What follows belongs to an exercise in optimizing a design on an open flow for small area, a short achievable clock period and few clock cycles per item; a production flow would make more cautious choices.
Power is estimated from default activity; no workload was simulated.

Setup of run A:
==> flow/design.v (excerpt) <==
module AEC(clk, rst, ascii_in, ready, valid, result);
input clk;
input rst;
input ready;
input [7:0] ascii_in;
output valid;
output [6:0] result;
localparam [3:0] OP_NOP  = 4'b0000;     
localparam [3:0] OP_EQ   = 4'b0010;
localparam [3:0] OP_LP   = 4'b0001;     
localparam [3:0] OP_LPT  = 4'b0011;     
localparam [3:0] OP_RP   = 4'b0100;
localparam [3:0] OP_MUL  = 4'b0110;
localparam [3:0] OP_ADD  = 4'b1000;
localparam [3:0] OP_SUB  = 4'b1001;
reg       c_dig;
reg [3:0] c_v;
wire is_eq  = ~c_dig & (c_v == OP_EQ);
wire is_lp  = ~c_dig & ~c_v[3] & c_v[0];
wire is_lpt = ~c_dig & ~c_v[3] & c_v[1] & c_v[0];
wire is_rp  = ~c_dig & (c_v == OP_RP);
wire is_as  = ~c_dig & c_v[3];
wire is_sub = ~c_dig & c_v[3] & c_v[0];
wire is_open = ~c_dig & ~c_v[3] & ~c_v[2] & (c_v[0] | ~c_v[1]);   
wire a_grp = ~ascii_in[6] & ~ascii_in[4];           
wire a_num = ~ascii_in[6] &  ascii_in[4] & ~(ascii_in[3] & ascii_in[2]);
wire a_eq  = ~ascii_in[6] &  ascii_in[4] &   ascii_in[3] & ascii_in[2];
wire a_dig = ascii_in[6] | a_num;
wire [3:0] a_val = ascii_in[6] ? ascii_in[3:0] + 4'd9 : ascii_in[3:0];
reg  [3:0] a_op;
always @* begin
    case (ascii_in[2:0])
        3'b000:  a_op = is_open ? OP_LPT : OP_LP;
        3'b001:  a_op = OP_RP;
        3'b010:  a_op = OP_MUL;
        3'b011:  a_op = OP_ADD;
        default: a_op = OP_SUB;
    endcase
    if (!a_grp)
        a_op = a_eq ? OP_EQ : OP_NOP;
end
reg       out_v;
always @(posedge clk) begin
    if (rst || is_eq || out_v) begin
        c_dig <= 1'b0;
        c_v   <= OP_NOP;
    end else begin
        c_dig <= a_dig;
        c_v   <= a_dig ? a_val : a_op;
    end
end
reg [6:0] S, M;
reg [6:0] mark;                  
reg [1:0] sp;                    
reg [6:0] DS0, DS1, DS2;         
reg [6:0] DK1, DK2;
reg [6:0] K;
wire [6:0] ctxK = (sp == 2'd1) ? 7'd1 : (sp == 2'd2) ? DK1 : DK2;
wire [6:0] ctxS = (sp == 2'd1) ? DS0 : (sp == 2'd2) ? DS1 : DS2;
wire [6:0] sum  = S + M;
wire [6:0] pp0 = c_v[0] ? M : 7'd0;
wire [6:0] pp1 = c_v[1] ? {M[5:0], 1'b0} : 7'd0;
wire [6:0] pp2 = c_v[2] ? {M[4:0], 2'b0} : 7'd0;
wire [6:0] pp3 = c_v[3] ? {M[3:0], 3'b0} : 7'd0;
wire [6:0] prod = (pp0 + pp1) + (pp2 + pp3);
wire push = is_lp & ~is_lpt;
wire pop  = is_rp & ~mark[0];
  ...
Size: roughly 490 cells after synthesis, roughly 71 flip-flops.
clock: 10.0 ns
lec_check: 0
cap_margin: 20
core_margin: 2
core_utilization: 40
slew_margin: 20
standard.sh (not shown) runs the stock make flow with config.mk's settings and CLKGATE_MAP_FILE= SYNTH_SCRIPT=/design/flow/synth_recipe.tcl, a recipe that flattens the netlist after the stock synthesis.
==> flow/flow/run.sh <==
#!/bin/bash
# Standard ORFS layout, with:
#  - synthesis leaving adders to ABC (area script) instead of mapping them
#    onto the library's full/half-adder cells; same registers,
#  - ports buffered with buf_4 cells,
#  - a tighter setup target for repair_timing.
# Clock period and SDC are unchanged.
set -euo pipefail
bash standard.sh SETUP_SLACK_MARGIN=7.3 ADDER_MAP_FILE= ABC_AREA=1  \
  "BUFFER_PORTS_ARGS=-buffer_cell sky130_fd_sc_hd__buf_4" finish > std_flow.log 2>&1
What run B does differently from run A at the input level:
diff --git a/flow/flow/run.sh b/flow/flow/run.sh
--- a/flow/flow/run.sh
+++ b/flow/flow/run.sh
@@ -8,3 +8,3 @@
 set -euo pipefail
-bash standard.sh SETUP_SLACK_MARGIN=7.3 ADDER_MAP_FILE= ABC_AREA=1  \
+bash standard.sh SETUP_SLACK_MARGIN=7 ADDER_MAP_FILE= ABC_AREA=1 CTS_BUF_LIST=sky130_fd_sc_hd__clkbuf_16 CTS_CLUSTER_SIZE=100 CTS_CLUSTER_DIAMETER=500 \
   "BUFFER_PORTS_ARGS=-buffer_cell sky130_fd_sc_hd__buf_4" finish > std_flow.log 2>&1
### Flow results
- On setup slack: between run A and run B, it ends up higher for run A.
- As far as critical path depth goes, run B and run A are indistinguishable; the numbers are identical.
- Taking run A as the reference, in run B final area neither gained nor lost much; part of the total power dissipated in combinational logic lost 7.6 points; clock latency at the later pin of the worst-skew pair lost 0.02 ns.
- Run B completed every stage of the flow, and the final layout passed the timing, design-rule and antenna checks.
- Clock power was lower in run A than in run B.
diff inputs: run B => run C
==> flow/flow/run.sh <==
#!/bin/bash
# Standard ORFS layout, with:
#  - synthesis leaving adders to ABC instead of mapping them onto the
#    library's full/half-adder cells (faster logic; same registers),
#  - ports buffered with buf_4 cells,
#  - a tighter setup target for repair_timing.
# Clock period and SDC are unchanged.
set -euo pipefail
MARGIN=${MARGIN:-7}
bash standard.sh SETUP_SLACK_MARGIN=$MARGIN ADDER_MAP_FILE= \
  "BUFFER_PORTS_ARGS=-buffer_cell sky130_fd_sc_hd__buf_4" finish > std_flow.log 2>&1
==> notes.md <==
- [compare] base=run B new=run C: total of plain and repair buffers excluding clock buffers fell by 5; setup slack on the worst flop-to-flop path fell by 0.11 ns; utilization fell by 2.8 points; mean cell area of the mapped netlist rose by about 23%; area overhead of the layout relative to synthesis fell by 6.9 points.
- When the final numbers for run B and run C were put side by side, the count of inserted tapcells turned out to be smaller in run B.
- Per the comparison of run C with run B, length of routed met3 wiring up about 50%; post-detailed-placement cell area has increased; maximum VDD drop saw a decrease.
- Pin count of the biggest net entering global routing was lower in run B than in run C.
## Diff of input files: run D against run C
diff --git a/flow/flow/run.sh b/flow/flow/run.sh
--- a/flow/flow/run.sh
+++ b/flow/flow/run.sh
@@ -9,3 +9,3 @@
 MARGIN=${MARGIN:-7}
-bash standard.sh SETUP_SLACK_MARGIN=$MARGIN ADDER_MAP_FILE= \
+bash standard.sh SETUP_SLACK_MARGIN=$MARGIN ADDER_MAP_FILE= ABC_AREA=1 \
   "BUFFER_PORTS_ARGS=-buffer_cell sky130_fd_sc_hd__buf_4" finish > std_flow.log 2>&1
--- outcome ---
Summary of run D over run C: worst hold margin went down, fraction of final layout cells sized beyond drive strength 1 went down.
In the tables for run C and run D, total global routing track utilization reads lower with run D.
Via count of the first global-routing pass went down slightly going from run C to run D.
In the flow results for run C and run D, the via count is larger on run D.
Run D improves on run C in register-to-register slack.
Against run C, run D reports a ratio of final minimum period to clock period that is lower.
Number of placed I/O pins came out exactly the same in run C and run D.
Run D vs run C on final weighted congestion of routability-driven global placement: run D is the lower one.
Function was not checked in any run of this note: the RTL went through the layout flow alone.

## static timing again, ports no longer ideal
The flow's constraints put no driver on any port. The routed layouts listed below were extracted and timed again, unchanged, in two steps. Step 1 assumes that a clkbuf_16 drives the clock port and a buf_2 every other input. Step 2 adds t to the input delays and takes it off the output delays; t is the mean of the earliest and latest rising clock arrival at the registers after step 1. Input paths then give back, and output paths get back, about the clock's delay inside the block. Slacks: ideal ports / drivers / drivers and shift; pairs: ideal ports / drivers.
| run | t, ns | setup WS [ns] | hold slack, ns |
|---|---|---|---|
| run A | 0.377 | 7.190 / 7.156 / 6.934 | 0.505 / 0.505 / 0.505 |
| run B | 0.358 | 7.065 / 7.030 / 6.793 | 0.500 / 0.500 / 0.500 |
| run C | 0.381 | 7.059 / 7.027 / 6.952 | 0.520 / 0.520 / 0.520 |
| run D | 0.378 | 7.081 / 7.051 / 6.790 | 0.503 / 0.503 / 0.503 |
After both steps setup and hold are still met in every run listed. For run D, which loses most, drivers alone change the setup slack by -0.030 ns; drivers and shift together by -0.291 ns.
